Background: an optimization exercise with open tools, aiming at a short achievable clock period and few clock cycles. Do not read the settings as production practice.
Only simulation tests tie the RTL to the original design; equivalence was not proved.
No activity file was given, so power comes from the tool's default toggle rates.

===== config.mk =====
export PLATFORM = sky130hd
export DESIGN_NAME = cpu
export DESIGN_NICKNAME = cpu
export VERILOG_FILES = /design/flow/design.v
export SDC_FILE = /design/flow/constraint.sdc
export NUM_CORES = 4
export LEC_CHECK = 0
export CAP_MARGIN = 20
export CORE_MARGIN = 2
export CORE_UTILIZATION = 40
export PLACE_DENSITY = 0.6
export SLEW_MARGIN = 20

===== constraint.sdc =====
create_clock -name core_clock -period 22.0 [get_ports {clk}]
set_input_delay 4.4000 -clock core_clock [delete_from_list [all_inputs] [get_ports {clk}]]
set_output_delay 4.4000 -clock core_clock [all_outputs]
set_load 0.01 [all_outputs]

===== design.v =====
module regfile (
    input  logic        clk,
    input  logic        we3,
    input  logic [4:0]  ra1, ra2, wa3,
    input  logic [31:0] wd3,
    output logic [31:0] rd1, rd2
);
    logic [31:0] rf [31:1];
    always_ff @(posedge clk)
        if (we3 && wa3 != 5'd0) rf[wa3] <= wd3;
    assign rd1 = (ra1 != 5'd0) ? rf[ra1] : 32'd0;
    assign rd2 = (ra2 != 5'd0) ? rf[ra2] : 32'd0;
endmodule
module mul_csa (
    input  logic [31:0] a, b,
    output logic [63:0] s, c
);
    wire [63:0] pp0 = {32'd0, a & {32{b[0]}}} << 0;
    wire [63:0] pp1 = {32'd0, a & {32{b[1]}}} << 1;
    wire [63:0] pp2 = {32'd0, a & {32{b[2]}}} << 2;
    wire [63:0] pp3 = {32'd0, a & {32{b[3]}}} << 3;
    wire [63:0] pp4 = {32'd0, a & {32{b[4]}}} << 4;
    wire [63:0] pp5 = {32'd0, a & {32{b[5]}}} << 5;
    wire [63:0] pp6 = {32'd0, a & {32{b[6]}}} << 6;
    wire [63:0] pp7 = {32'd0, a & {32{b[7]}}} << 7;
    wire [63:0] pp8 = {32'd0, a & {32{b[8]}}} << 8;
    wire [63:0] pp9 = {32'd0, a & {32{b[9]}}} << 9;
    wire [63:0] pp10 = {32'd0, a & {32{b[10]}}} << 10;
    wire [63:0] pp11 = {32'd0, a & {32{b[11]}}} << 11;
    wire [63:0] pp12 = {32'd0, a & {32{b[12]}}} << 12;
    wire [63:0] pp13 = {32'd0, a & {32{b[13]}}} << 13;
    wire [63:0] pp14 = {32'd0, a & {32{b[14]}}} << 14;
    wire [63:0] pp15 = {32'd0, a & {32{b[15]}}} << 15;
    wire [63:0] pp16 = {32'd0, a & {32{b[16]}}} << 16;
    wire [63:0] pp17 = {32'd0, a & {32{b[17]}}} << 17;
    wire [63:0] pp18 = {32'd0, a & {32{b[18]}}} << 18;
    wire [63:0] pp19 = {32'd0, a & {32{b[19]}}} << 19;
    wire [63:0] pp20 = {32'd0, a & {32{b[20]}}} << 20;
    wire [63:0] pp21 = {32'd0, a & {32{b[21]}}} << 21;
    wire [63:0] pp22 = {32'd0, a & {32{b[22]}}} << 22;
    wire [63:0] pp23 = {32'd0, a & {32{b[23]}}} << 23;
    wire [63:0] pp24 = {32'd0, a & {32{b[24]}}} << 24;
    wire [63:0] pp25 = {32'd0, a & {32{b[25]}}} << 25;
    wire [63:0] pp26 = {32'd0, a & {32{b[26]}}} << 26;
    wire [63:0] pp27 = {32'd0, a & {32{b[27]}}} << 27;
    wire [63:0] pp28 = {32'd0, a & {32{b[28]}}} << 28;
    wire [63:0] pp29 = {32'd0, a & {32{b[29]}}} << 29;
    wire [63:0] pp30 = {32'd0, a & {32{b[30]}}} << 30;
    wire [63:0] pp31 = {32'd0, a & {32{b[31]}}} << 31;
    wire [63:0] s0_0 = pp0 ^ pp1 ^ pp2;
    wire [63:0] c0_0 = ((pp0 & pp1) | (pp0 & pp2) | (pp1 & pp2)) << 1;
    wire [63:0] s0_1 = pp3 ^ pp4 ^ pp5;
    wire [63:0] c0_1 = ((pp3 & pp4) | (pp3 & pp5) | (pp4 & pp5)) << 1;
    wire [63:0] s0_2 = pp6 ^ pp7 ^ pp8;
    wire [63:0] c0_2 = ((pp6 & pp7) | (pp6 & pp8) | (pp7 & pp8)) << 1;
    wire [63:0] s0_3 = pp9 ^ pp10 ^ pp11;
    wire [63:0] c0_3 = ((pp9 & pp10) | (pp9 & pp11) | (pp10 & pp11)) << 1;
    wire [63:0] s0_4 = pp12 ^ pp13 ^ pp14;
    wire [63:0] c0_4 = ((pp12 & pp13) | (pp12 & pp14) | (pp13 & pp14)) << 1;
    wire [63:0] s0_5 = pp15 ^ pp16 ^ pp17;
    wire [63:0] c0_5 = ((pp15 & pp16) | (pp15 & pp17) | (pp16 & pp17)) << 1;
    wire [63:0] s0_6 = pp18 ^ pp19 ^ pp20;
    wire [63:0] c0_6 = ((pp18 & pp19) | (pp18 & pp20) | (pp19 & pp20)) << 1;
    wire [63:0] s0_7 = pp21 ^ pp22 ^ pp23;
    wire [63:0] c0_7 = ((pp21 & pp22) | (pp21 & pp23) | (pp22 & pp23)) << 1;
    wire [63:0] s0_8 = pp24 ^ pp25 ^ pp26;
    wire [63:0] c0_8 = ((pp24 & pp25) | (pp24 & pp26) | (pp25 & pp26)) << 1;
    wire [63:0] s0_9 = pp27 ^ pp28 ^ pp29;
    wire [63:0] c0_9 = ((pp27 & pp28) | (pp27 & pp29) | (pp28 & pp29)) << 1;
    wire [63:0] s1_0 = s0_0 ^ c0_0 ^ s0_1;
    wire [63:0] c1_0 = ((s0_0 & c0_0) | (s0_0 & s0_1) | (c0_0 & s0_1)) << 1;
    wire [63:0] s1_1 = c0_1 ^ s0_2 ^ c0_2;
    wire [63:0] c1_1 = ((c0_1 & s0_2) | (c0_1 & c0_2) | (s0_2 & c0_2)) << 1;
    wire [63:0] s1_2 = s0_3 ^ c0_3 ^ s0_4;
    wire [63:0] c1_2 = ((s0_3 & c0_3) | (s0_3 & s0_4) | (c0_3 & s0_4)) << 1;
    wire [63:0] s1_3 = c0_4 ^ s0_5 ^ c0_5;
    wire [63:0] c1_3 = ((c0_4 & s0_5) | (c0_4 & c0_5) | (s0_5 & c0_5)) << 1;
    wire [63:0] s1_4 = s0_6 ^ c0_6 ^ s0_7;
    wire [63:0] c1_4 = ((s0_6 & c0_6) | (s0_6 & s0_7) | (c0_6 & s0_7)) << 1;
    wire [63:0] s1_5 = c0_7 ^ s0_8 ^ c0_8;
    wire [63:0] c1_5 = ((c0_7 & s0_8) | (c0_7 & c0_8) | (s0_8 & c0_8)) << 1;
    wire [63:0] s1_6 = s0_9 ^ c0_9 ^ pp30;
    wire [63:0] c1_6 = ((s0_9 & c0_9) | (s0_9 & pp30) | (c0_9 & pp30)) << 1;
    wire [63:0] s2_0 = s1_0 ^ c1_0 ^ s1_1;
    wire [63:0] c2_0 = ((s1_0 & c1_0) | (s1_0 & s1_1) | (c1_0 & s1_1)) << 1;
    wire [63:0] s2_1 = c1_1 ^ s1_2 ^ c1_2;
    wire [63:0] c2_1 = ((c1_1 & s1_2) | (c1_1 & c1_2) | (s1_2 & c1_2)) << 1;
    wire [63:0] s2_2 = s1_3 ^ c1_3 ^ s1_4;
    wire [63:0] c2_2 = ((s1_3 & c1_3) | (s1_3 & s1_4) | (c1_3 & s1_4)) << 1;
    wire [63:0] s2_3 = c1_4 ^ s1_5 ^ c1_5;
    wire [63:0] c2_3 = ((c1_4 & s1_5) | (c1_4 & c1_5) | (s1_5 & c1_5)) << 1;
    wire [63:0] s2_4 = s1_6 ^ c1_6 ^ pp31;
    wire [63:0] c2_4 = ((s1_6 & c1_6) | (s1_6 & pp31) | (c1_6 & pp31)) << 1;
    wire [63:0] s3_0 = s2_0 ^ c2_0 ^ s2_1;
    wire [63:0] c3_0 = ((s2_0 & c2_0) | (s2_0 & s2_1) | (c2_0 & s2_1)) << 1;
    wire [63:0] s3_1 = c2_1 ^ s2_2 ^ c2_2;
    wire [63:0] c3_1 = ((c2_1 & s2_2) | (c2_1 & c2_2) | (s2_2 & c2_2)) << 1;
    wire [63:0] s3_2 = s2_3 ^ c2_3 ^ s2_4;
    wire [63:0] c3_2 = ((s2_3 & c2_3) | (s2_3 & s2_4) | (c2_3 & s2_4)) << 1;
    wire [63:0] s4_0 = s3_0 ^ c3_0 ^ s3_1;
    wire [63:0] c4_0 = ((s3_0 & c3_0) | (s3_0 & s3_1) | (c3_0 & s3_1)) << 1;
    wire [63:0] s4_1 = c3_1 ^ s3_2 ^ c3_2;
    wire [63:0] c4_1 = ((c3_1 & s3_2) | (c3_1 & c3_2) | (s3_2 & c3_2)) << 1;
    wire [63:0] s5_0 = s4_0 ^ c4_0 ^ s4_1;
    wire [63:0] c5_0 = ((s4_0 & c4_0) | (s4_0 & s4_1) | (c4_0 & s4_1)) << 1;
    wire [63:0] s6_0 = s5_0 ^ c5_0 ^ c4_1;
    wire [63:0] c6_0 = ((s5_0 & c5_0) | (s5_0 & c4_1) | (c5_0 & c4_1)) << 1;
    wire [63:0] s7_0 = s6_0 ^ c6_0 ^ c2_4;
    wire [63:0] c7_0 = ((s6_0 & c6_0) | (s6_0 & c2_4) | (c6_0 & c2_4)) << 1;
    assign s = s7_0;
    assign c = c7_0;
endmodule
module cpu (
    input  logic        clk, reset,
    output logic [31:0] pc,
    input  logic [31:0] instr,
    output logic        memwrite,
    output logic [31:0] aluout, writedata,
    input  logic [31:0] readdata
);
    logic [31:0] pc_q;
    logic        x_valid;
    logic [31:0] x_ir, x_pc4;
    logic        m_we, m_load, m_memwrite;
    logic [4:0]  m_rd;
    logic [31:0] m_res, m_wdata;
    logic        w_we;
    logic [4:0]  w_rd;
    logic [31:0] w_res;
    logic        mul_v;
    logic [31:0] mul_a, mul_b;
    logic [63:0] hs, hc;
    logic [5:0] op, funct;
    logic [4:0] rs, rt, rd;
    assign op    = x_ir[31:26];
    assign funct = x_ir[5:0];
    assign rs    = x_ir[25:21];
    assign rt    = x_ir[20:16];
    assign rd    = x_ir[15:11];
    logic is_r, is_addi, is_lw, is_sw, is_beq;
    assign is_r    = (op == 6'b000000);
    assign is_addi = (op == 6'b001000);
    assign is_lw   = (op == 6'b100011);
    assign is_sw   = (op == 6'b101011);
    assign is_beq  = (op == 6'b000100);
    logic f_add, f_sub, f_and, f_or, f_nor, f_sll, f_srl, f_mult, f_mfhi, f_mflo;
    assign f_add  = is_r & (funct == 6'b100000);
    assign f_sub  = is_r & (funct == 6'b100010);
    assign f_and  = is_r & (funct == 6'b100100);
    assign f_or   = is_r & (funct == 6'b100101);
    assign f_nor  = is_r & (funct == 6'b100111);
    assign f_sll  = is_r & (funct == 6'b000000);
    assign f_srl  = is_r & (funct == 6'b000010);
    assign f_mult = is_r & (funct == 6'b011000);
    assign f_mfhi = is_r & (funct == 6'b010000);
    assign f_mflo = is_r & (funct == 6'b010010);
    logic [31:0] rf_a, rf_b, a, b;
    regfile rf(.clk(clk), .we3(w_we), .ra1(rs), .ra2(rt), .wa3(w_rd), .wd3(w_res),
               .rd1(rf_a), .rd2(rf_b));
    logic fa_m, fa_w, fb_m, fb_w;
    assign fa_m = m_we & ~m_load & (m_rd == rs);
    assign fa_w = w_we & (w_rd == rs);
    assign fb_m = m_we & ~m_load & (m_rd == rt);
    assign fb_w = w_we & (w_rd == rt);
    assign a = fa_m ? m_res : fa_w ? w_res : rf_a;
    assign b = fb_m ? m_res : fb_w ? w_res : rf_b;
    logic uses_rt, stall;
    assign uses_rt = is_r | is_sw | is_beq;
    assign stall = x_valid & (
                     (m_we & m_load & ((m_rd == rs) | (uses_rt & (m_rd == rt)))) |
                     ((f_mfhi | f_mflo) & mul_v));
    logic [31:0] simm, srcb, sum, diff, shl, shr, hilo_sel, res;
    logic [63:0] hilo;
    logic        big;
    assign simm = {{16{x_ir[15]}}, x_ir[15:0]};
    assign srcb = is_r ? b : simm;
    assign sum  = a + srcb;
    assign diff = a - b;
    assign big  = |b[31:5];
    assign shl  = big ? 32'd0 : (a << b[4:0]);
    assign shr  = big ? 32'd0 : (a >> b[4:0]);
    assign hilo = hs + hc;
    assign hilo_sel = f_mfhi ? hilo[63:32] : hilo[31:0];
    always_comb begin
        res = 32'd0;                        
        if (~is_r | f_add)      res = sum;
        else if (f_sub)         res = diff;
        else if (f_and)         res = a & b;
        else if (f_or)          res = a | b;
        else if (f_nor)         res = ~a;
        else if (f_sll)         res = shl;
        else if (f_srl)         res = shr;
        else if (f_mfhi | f_mflo) res = hilo_sel;
    end
    logic [4:0]  dest;
    logic        writes;
    assign dest   = is_r ? rd : rt;
    assign writes = (is_r & ~f_mult) | is_addi | is_lw;
    logic        taken;
    logic [31:0] btarget;
    assign taken   = x_valid & ~stall & is_beq & (a == b);
    assign btarget = x_pc4 + {simm[29:0], 2'b00};
    logic [31:0] pcplus4, jtarget, pc_seq;
    logic        f_isj, take_j;
    assign pcplus4 = pc_q + 32'd4;
    assign jtarget = {pcplus4[31:28], instr[25:0], 2'b00};
    assign f_isj   = (instr[31:26] == 6'b000010);
    assign take_j  = f_isj & ~stall & ~taken;
    assign pc_seq  = stall ? pc_q : taken ? btarget : pcplus4;
    always_ff @(posedge clk, posedge reset) begin
        if (reset) begin
            pc_q    <= 32'd0;
            x_valid <= 1'b0;
        end else begin
            pc_q <= take_j ? jtarget : pc_seq;
            if (!stall) x_valid <= ~taken & ~f_isj;
        end
    end
    always_ff @(posedge clk) begin
        if (!stall) begin
            x_ir  <= instr;
            x_pc4 <= pcplus4;
        end
    end
    logic xgo;
    assign xgo = x_valid & ~stall;
    always_ff @(posedge clk, posedge reset) begin
        if (reset) begin
            m_we       <= 1'b0;
            m_load     <= 1'b0;
            m_memwrite <= 1'b0;
            w_we       <= 1'b0;
            mul_v      <= 1'b0;
        end else begin
            m_we       <= xgo & writes & (dest != 5'd0);
            m_load     <= xgo & is_lw;
            m_memwrite <= xgo & is_sw;
            w_we       <= m_we;
            mul_v      <= xgo & f_mult;
        end
    end
    always_ff @(posedge clk) begin
        m_rd    <= dest;
        m_res   <= res;
        m_wdata <= b;
        w_rd    <= m_rd;
        w_res   <= m_load ? readdata : m_res;
        mul_a   <= a;
        mul_b   <= b;
    end
    logic [63:0] ps, pcarry;
    mul_csa mc(.a(mul_a), .b(mul_b), .s(ps), .c(pcarry));
    always_ff @(posedge clk)
        if (mul_v) begin
            hs <= ps;
            hc <= pcarry;
        end
    assign pc        = pc_q;
    assign aluout    = m_res;
    assign writedata = m_wdata;
    assign memwrite  = m_memwrite;
endmodule

===== run.sh =====
#!/bin/bash
# synth_recipe.tcl (not shown) runs the flow's synth.tcl, then flattens the netlist and writes it again
# the make line also repeats each setting of config.mk as NAME=value (left out here)
make -C /OpenROAD-flow-scripts/flow DESIGN_CONFIG=/design/flow/config.mk WORK_HOME=/design/flow/orfs CLKGATE_MAP_FILE= SYNTH_SCRIPT=/design/flow/synth_recipe.tcl finish

==> results.json, run 1 <==
{
  "hp-class": "reg -> reg",
  "setup_tns_ns": 0,
  "drt-initial-drc-count": 8389,
  "p_per_area_nw_per_um2": 176.5,
  "period_minus_slack_ns": 8.392,
  "fp.dieH_um": 510.0,
  "grt_pass1_vias": 75120,
  "grt_pass1_wl_um": 534300,
  "power_frac_comb_pct": 65.5,
  "worst_pin_slew_ns": 1.213,
  "core_um2": 254400,
  "cts_root_buf": "clkbuf_16",
  "postLayoutCoreUtil_pct": 44.62,
  "io_buffer_count": 162,
  "rsz0062_at_grt": "no",
  "num_vias": 73420,
  "htreeDepth": 4,
  "insertion_delay_ns": 0.85,
  "setup_viol": 0,
  "start_util_pct": 40.26,
  "hold_violations": 0,
  "cts_tree": "built",
  "wl_um": 370100,
  "yosysWarnings": 2,
  "ys_seq_area_share_pct": 38.25,
  "cts_hold_buf": 0,
  "crit_arrival_ns": 9.15,
  "syn2layout_area_growth_pct": 10.83,
  "async_flop_share_pct": 2.794,
  "power_frac_seq_pct": 21.7,
  "cap_violations": 0,
  "setup_slack_ns": 13.61,
  "syn_avg_cell_area_um2": 11.82,
  "p_sw_share_pct": 44.70,
  "clk_pin_slew_ns": 0.06,
  "final_area_um2": 113500,
  "syn_inst": 8664,
  "critPathRequiredTime_ns": 22.76,
  "internal_power_mw": 11.08,
  "synthDistinctLibCells": 96,
  "status": "finished clean",
  "layout.nets": 10060,
  "drive_above_1_share_pct": 12.20,
  "cpMostUsedCell": "a21oi_1",
  "cp.buffers_inverters": 4,
  "syn_area_um2": 102400,
  "rows": 185,
  "gp_congestion": 1.034,
  "critPathLaunchType": "flip-flop",
  "synth-edff-count": 1174,
  "p_sw_mw": 8.957,
  "cts_buffer_depth": 3,
  "power.leakage_nw": 44.82,
  "cp-end-kind": "flip-flop",
  "period_share_pct": 38.15,
  "drv_slew": 0,
  "syn_nets": 10010,
  "crit_type": "reg -> reg",
  "numCtsBuffers": 148,
  "dieWidth_um": 510.0,
  "cpMaxStageDelayCell": "buf_4",
  "drc": 0,
  "ant_nets": 0,
  "die_area_um2": 260100,
  "globalRouteOverflowTotal": 0,
  "hold_ws_ns": 0.3939,
  "ios": 163,
  "grt_start_max_net_pins": 114,
  "place_ws_ns": 13.73,
  "cts_resized": 0,
  "routedWlPerCell_um": 30.34,
  "final.setup_skew_ns": 0.05693,
  "routed_via_density": 6.019,
  "post_cts.repair.setup_buffers": 0,
  "place_area_um2": 108500,
  "worst_slew_margin_rel_pct": 18.27,
  "crit_family": "compound AO/OA/AOI/OAI gates",
  "grtUsageTotal_pct": 28.34,
  "cts_sinks": 1360,
  "crit_path_max_incr_delay_ns": 0.83,
  "pwr-share-clk_pct": 12.8,
  "antenna_found_initial": 19,
  "dp_hpwl_um": 259600,
  "cp_cell_sequence": "buf_12 -> buf_4 -> mux4_2 -> mux4_2 -> mux2i_2 -> o21ai_0 -> inv_1 -> o21ai_0 -> ha_1 -> nand3_1 -> a211oi_1 -> a21boi_0 -> o41ai_1 -> buf_4 -> nand4_1 -> a41o_1 -> a21oi_1 -> a2111oi_0 -> a21oi_1 -> or3_1 -> o211ai_1 -> a21oi_1",
  "timing.fmax_ghz": 0.1192,
  "path_max_fanout": 97,
  "irDropWorstVdd_v": 0.0002830,
  "synthFlopType": "edfxtp_1",
  "synth_seq_cells": 1360,
  "first_pass_iters": 8
}
power by group through the flow:
stage | sequential, mW | clock [mW] | combinational, mW
after floorplan | 4.35 | 0 | 7.79
after global placement | 4.39 | 0 | 13.2
after detailed placement | 4.39 | 0 | 12.8
after CTS | 4.34 | 2.58 | 13.4
after global routing | 4.35 | 2.67 | 15.2
final | 4.35 | 2.56 | 13.1
worst paths after layout:
path	startpoint	endpoint	slack, ns	cells after the start
worst max-delay path	flip-flop	m_res[31]	13.61	22
worst max register to register	flip-flop	m_res[31]	13.61	22
max in group asynchronous	reset	mul_v	17.17	2
worst min register to register	m_rd[0]	w_rd[0]	0.39	0
min in group asynchronous	reset	pc_q[0]	4.10	2
worst min-delay path	m_rd[0]	w_rd[0]	0.39	0
placed cells by master (no fill, tap or decap), types with 102 or more instances in the layout:
master,n
clkbuf_16,151
a22oi_1,131
ha_1,371
mux2_2,102
mux4_2,329
nand3_1,105
and2_1,656
nor2_1,330
buf_4,274
clkdlybuf4s50_1,162
mux2i_1,490
fa_1,911
o21ai_0,177
edfxtp_1,1174
nand2_1,695
dfxtp_1,122
inv_1,951
a21oi_1,303
metal layers:
layer  track usage [%]  part of all wire [%]
met3             5.412                   8.8
met4             14.80                   6.0
met5                 0                 0.016
met2             44.49                    46
met1             37.35                    40
synth_stat cells (24+ instances only):
cell | number | area [um2]
a22o_1 | 24 | 210.2
inv_1 | 953 | 3577
edfxtp_1 | 1174 | 35250
nor3_1 | 66 | 330.3
nor2b_1 | 34 | 212.7
a211o_1 | 27 | 236.5
ha_1 | 371 | 4642
buf_1 | 36 | 135.1
dfxtp_1 | 148 | 2963
a221oi_1 | 35 | 306.5
buf_2 | 90 | 450.4
o22ai_1 | 95 | 594.3
nand2_1 | 695 | 2609
dfrtp_1 | 38 | 950.9
nor2_1 | 357 | 1340
o21a_1 | 30 | 225.2
mux2i_1 | 491 | 4915
a211oi_1 | 62 | 465.5
xor2_1 | 69 | 604.3
a21o_1 | 61 | 457.9
o211ai_1 | 40 | 300.3
clkbuf_1 | 388 | 1456
nand3_1 | 107 | 535.5
a22oi_1 | 131 | 983.4
a221o_1 | 32 | 320.3
xnor2_1 | 101 | 884.6
and3_1 | 50 | 312.8
nand4_1 | 40 | 250.2
fa_1 | 911 | 18240
mux2_2 | 102 | 1149
a31oi_1 | 30 | 187.7
mux4_2 | 329 | 7410
nand2b_1 | 36 | 225.2
a21oi_1 | 304 | 1521
and2_1 | 658 | 4116
nor4_1 | 37 | 231.5
o21ai_0 | 182 | 910.9
registers in the layout, indices dropped and copies added, names as in the netlist, named ones only:
name / flops
mul_b: 32
w_res: 32
hc: 55
w_we: 1
m_res: 32
m_load: 1
x_valid: 1
m_memwrite: 1
pc_q: 32
m_rd: 5
rf.rf: 992
hs: 63
x_pc4: 32
m_we: 1
mul_v: 1
x_ir: 32
mul_a: 32
w_rd: 5
kinds of logic after synthesis:
| group | count (synthesis) | share of synthesized area (%) |
|---|---|---|
| mux | 928 | 13.31 |
| simple gates | 2171 | 10.62 |
| flops | 1360 | 38.25 |
| compound gates | 1248 | 8.223 |
| fa+ha+maj | 1282 | 22.34 |
| buf+inv | 1505 | 5.808 |
| xor+xnor | 170 | 1.454 |
final cells by class:
| class | instances | area (um2) |
|---|---|---|
| Antenna cell | 4 | 10.01 |
| Clock inverter | 79 | 880.8 |
| Fill cell | 23060 | 140900 |
| Sequential cell | 1360 | 39220 |
| Inverter | 959 | 3600 |
| Clock buffer | 189 | 4051 |
| Timing Repair Buffer | 442 | 3799 |
| Multi-Input combinational cell | 5799 | 57730 |
| Tap cell | 3366 | 4212 |
metrics by stage:
stage	std cells	power, mW
global route	12200	22.18
CTS	12190	20.35
detailed placement	11930	17.22
global placement	11930	17.57
floorplan	8664	12.14
finish	12200	20.04
Testbench counts, summed over its fixed seeds: cycles 17,164.
==> inputs of run 2 (changes only) <==
==> flow/run.sh (new file) <==
#!/bin/bash
# Own layout flow: the standard ORFS flow (standard.sh, unchanged synthesis and
# SDC), with the resizer's setup repair asked to keep a larger slack margin so that
# it works the paths down towards the period the design can reach, not just the
# 22 ns the SDC sets. Each ORFS step logs to orfs/logs/...; make's own output goes
# to flow_make.log here.
set -euo pipefail
MARGIN=${MARGIN:-16.5}
bash standard.sh SETUP_SLACK_MARGIN=$MARGIN TNS_END_PERCENT=100 finish > flow_make.log 2>&1
==> standard.sh (new file) <==
#!/bin/bash
# synth_recipe.tcl (not shown) runs the flow's synth.tcl, then flattens the netlist and writes it again
# the make line also repeats each setting of config.mk as NAME=value (left out here)
make -C /OpenROAD-flow-scripts/flow DESIGN_CONFIG=/design/flow/config.mk WORK_HOME=/design/flow/orfs CLKGATE_MAP_FILE= SYNTH_SCRIPT=/design/flow/synth_recipe.tcl "${@:-finish}"
--- a/config.mk
+++ b/config.mk
@@ -6,4 +6,5 @@
 export NUM_CORES = 4
 export LEC_CHECK = 0
+export ABC_CLOCK_PERIOD_IN_PS = 5000
 export CAP_MARGIN = 20
 export CORE_MARGIN = 2
removed: run.sh
==> run 2 against run 1 <==
  * Area after synthesis is the same
  * Non-clock buffer count rose by 412
  * Maximum frequency grew 42%
  * Power up 7.5%
  * Via count up 6.0%
  * Sequential power is 1% lower
  * Combinational power up 11%
  * Critical path depth down 20
  * Largest cell class unchanged
==> results.json, run 2 <==
{
  "rows": 185,
  "rsz0062_at_grt": "yes",
  "synthDistinctLibCells": 96,
  "ys_seq_area_share_pct": 38.25,
  "path_max_fanout": 2,
  "drv_slew": 0,
  "grt_pass1_vias": 78830,
  "drc": 0,
  "start_util_pct": 40.26,
  "routedWlPerCell_um": 33.10,
  "gp_congestion": 1.026,
  "period_share_pct": 26.95,
  "routed_via_density": 6.166,
  "dp_hpwl_um": 262400,
  "hold_violations": 0,
  "crit_arrival_ns": 1.53,
  "drt-initial-drc-count": 10440,
  "grtUsageTotal_pct": 31.81,
  "wl_um": 417900,
  "cp-end-kind": "output port",
  "syn_avg_cell_area_um2": 11.82,
  "status": "finished clean",
  "period_minus_slack_ns": 5.928,
  "insertion_delay_ns": 0.85,
  "syn_area_um2": 102400,
  "critPathLaunchType": "flip-flop",
  "core_um2": 254400,
  "cts_hold_buf": 0,
  "cts_buffer_depth": 3,
  "async_flop_share_pct": 2.794,
  "fp.dieH_um": 510.0,
  "final_common_cell": "edfxtp_1",
  "grt_pass1_wl_um": 587100,
  "synth_top_area_share_pct": 34.43,
  "antenna_found_initial": 39,
  "num_vias": 77860,
  "hp-class": "reg -> reg",
  "worst_slew_margin_rel_pct": 9.691,
  "power.leakage_nw": 48.48,
  "place_ws_ns": 13.18,
  "cts_root_buf": "clkbuf_16",
  "dieWidth_um": 510.0,
  "syn2layout_area_growth_pct": 18.36,
  "crit_type": "reg -> out",
  "synth_seq_cells": 1360,
  "layout.nets": 10470,
  "largestRegisters": "rf.rf: 992 flops, hs: 63 flops, hc: 55 flops",
  "final.setup_skew_ns": 0.06852,
  "setup_viol": 0,
  "synth_area_leaders": "edfxtp_1, fa_1, mux4_2",
  "first_pass_iters": 7,
  "synth.most_common_cell": "edfxtp_1",
  "final_cell_mix": "edfxtp_1, inv_1, fa_1",
  "largest_reg_flops": 992,
  "total_power_mw": 21.55,
  "drive_above_1_share_pct": 21.63,
  "globalRouteOverflowTotal": 0,
  "synthTopCellsByCount": "edfxtp_1, inv_1, fa_1",
  "synthFlopType": "edfxtp_1",
  "cts_tree": "built",
  "yosysWarnings": 2,
  "htreeDepth": 4,
  "cap_violations": 0,
  "critPathRequiredTime_ns": 17.60,
  "grt_start_max_net_pins": 80,
  "largest_register": "rf.rf",
  "worst_pin_slew_ns": 1.340,
  "syn_nets": 10010,
  "ant_nets": 0,
  "setup_tns_ns": 0,
  "timing.fmax_ghz": 0.1687,
  "irDropWorstVdd_v": 0.0003116,
  "die_area_um2": 260100,
  "ios": 163,
  "p_per_area_nw_per_um2": 177.8,
  "clk_pin_slew_ns": 0.07,
  "syn_inst": 8664,
  "io_buffer_count": 162,
  "setup_slack_ns": 16.07,
  "numCtsBuffers": 147,
  "synth-edff-count": 1174,
  "yosys.area.top_type": "edfxtp_1",
  "cts_sinks": 1360
}
[run 2: cell type report]
cell class / count / area [um2]
Clock inverter: 77 / 977.2
Antenna cell: 12 / 30.03
Sequential cell: 1360 / 39460
Tap cell: 3366 / 4212
Fill cell: 22520 / 133200
Clock buffer: 195 / 4054
Inverter: 959 / 3612
Timing Repair Buffer: 854 / 9762
Multi-Input combinational cell: 5803 / 59100
[run 2: worst max-delay path, cell delays in order, from the launching register on]
cell and delay (ns):
dfxtp_4 0.44, buf_12 0.15, buf_6 0.10
[run 2: final timing paths]
| check | start | end | slack (ns) | cells after the start |
|---|---|---|---|---|
| setup / recovery | mul_b[5] | writedata[5] | 16.07 | 2 |
| hold / removal | m_rd[4] | w_rd[4] | 0.39 | 0 |
| setup reg to reg | flip-flop | m_res[31] | 16.19 | 25 |
| hold reg to reg | m_rd[4] | w_rd[4] | 0.39 | 0 |
| max in group asynchronous | reset | mul_v | 17.14 | 2 |
| min in group asynchronous | reset | pc_q[31] | 4.13 | 2 |
[run 2: report_power, final]
part	leakage (nW)	switching, mW	internal [mW]	total (mW)
logic	33.6	8.29	6.35	14.6
clock network	2.43	1.12	1.50	2.62
registers	12.4	0.175	4.12	4.29
total	48.5	9.58	12.0	21.5
[run 2: timing repair]
action,4_1_cts,5_1_grt
cloned,54,7
setup buffers,245,109
endpoints found under the setup margin,219,187
resized for setup,1122,240
pin swaps,158,189
[run 2: stage by stage]
step	hold WS [ns]	cells	util, %	area [um2]
6_report	0.3930	12630	47.65	121200
5_1_grt	0.3942	12620	47.64	121200
4_1_cts	0.3986	12500	46.93	119400
3_5_place_dp	0.3895	11930	42.67	108600
3_3_place_gp	0.3854	11930	42.67	108500
2_1_floorplan	0.3671	8664	-	102500
[run 2: cells by family (layout without fill, tap and decap cells)]
| kind of cell | after synthesis | count (layout) | share of synthesized area [%] |
|---|---|---|---|
| compound gates | 1248 | 1249 | 8.223 |
| xor+xnor | 170 | 170 | 1.454 |
| fa+ha+maj | 1282 | 1282 | 22.34 |
| buf+inv | 1505 | 2085 | 5.808 |
| flops | 1360 | 1360 | 38.25 |
| mux | 928 | 928 | 13.31 |
| other cells | 0 | 12 | 0 |
| simple gates | 2171 | 2174 | 10.62 |
[run 2: layer usage]
layer | vias up | share of wire (%) | GRT usage (%)
met3 | 1177 | 11 | 7.490
met2 | 4979 | 44 | 49.00
met4 | 24 | 7.5 | 19.62
met1 | 40230 | 37 | 40.60
met5 | - | 0.035 | 0
li1 | 31450 | - | -

==> static timing again, ports no longer ideal <==
Ports are ideal in the flow. The routed layouts listed here were re-timed in OpenROAD. Step 1 (the two cells are an assumption about what drives the block):
set clk [get_ports {clk}]
set_driving_cell -lib_cell sky130_fd_sc_hd__clkbuf_16 $clk
set_driving_cell -lib_cell sky130_fd_sc_hd__buf_2 [delete_from_list [all_inputs] $clk]
Step 2 times the ports against the registers' clock, not the clock port: input delays grow and output delays shrink by t, the midpoint of the rising clock arrivals with the driver on. Slacks: ideal ports / drivers / drivers and shift; pairs: ideal ports / drivers.
run	t, ns	setup slack, ns	hold slack, ns	worst setup path after step 2	slew at the worst register clock pin (ns)
run 1	0.913	13.608 / 13.608 / 13.608	0.394 / 0.394 / 0.394	register to register	0.07 / 0.07
run 2	0.912	16.072 / 15.979 / 15.733	0.393 / 0.393 / 0.393	input to register	0.07 / 0.07
After both steps setup and hold are still met in every run listed. The setup slack of run 2, which loses most, moves by -0.093 ns with the drivers and by -0.339 ns with both steps.
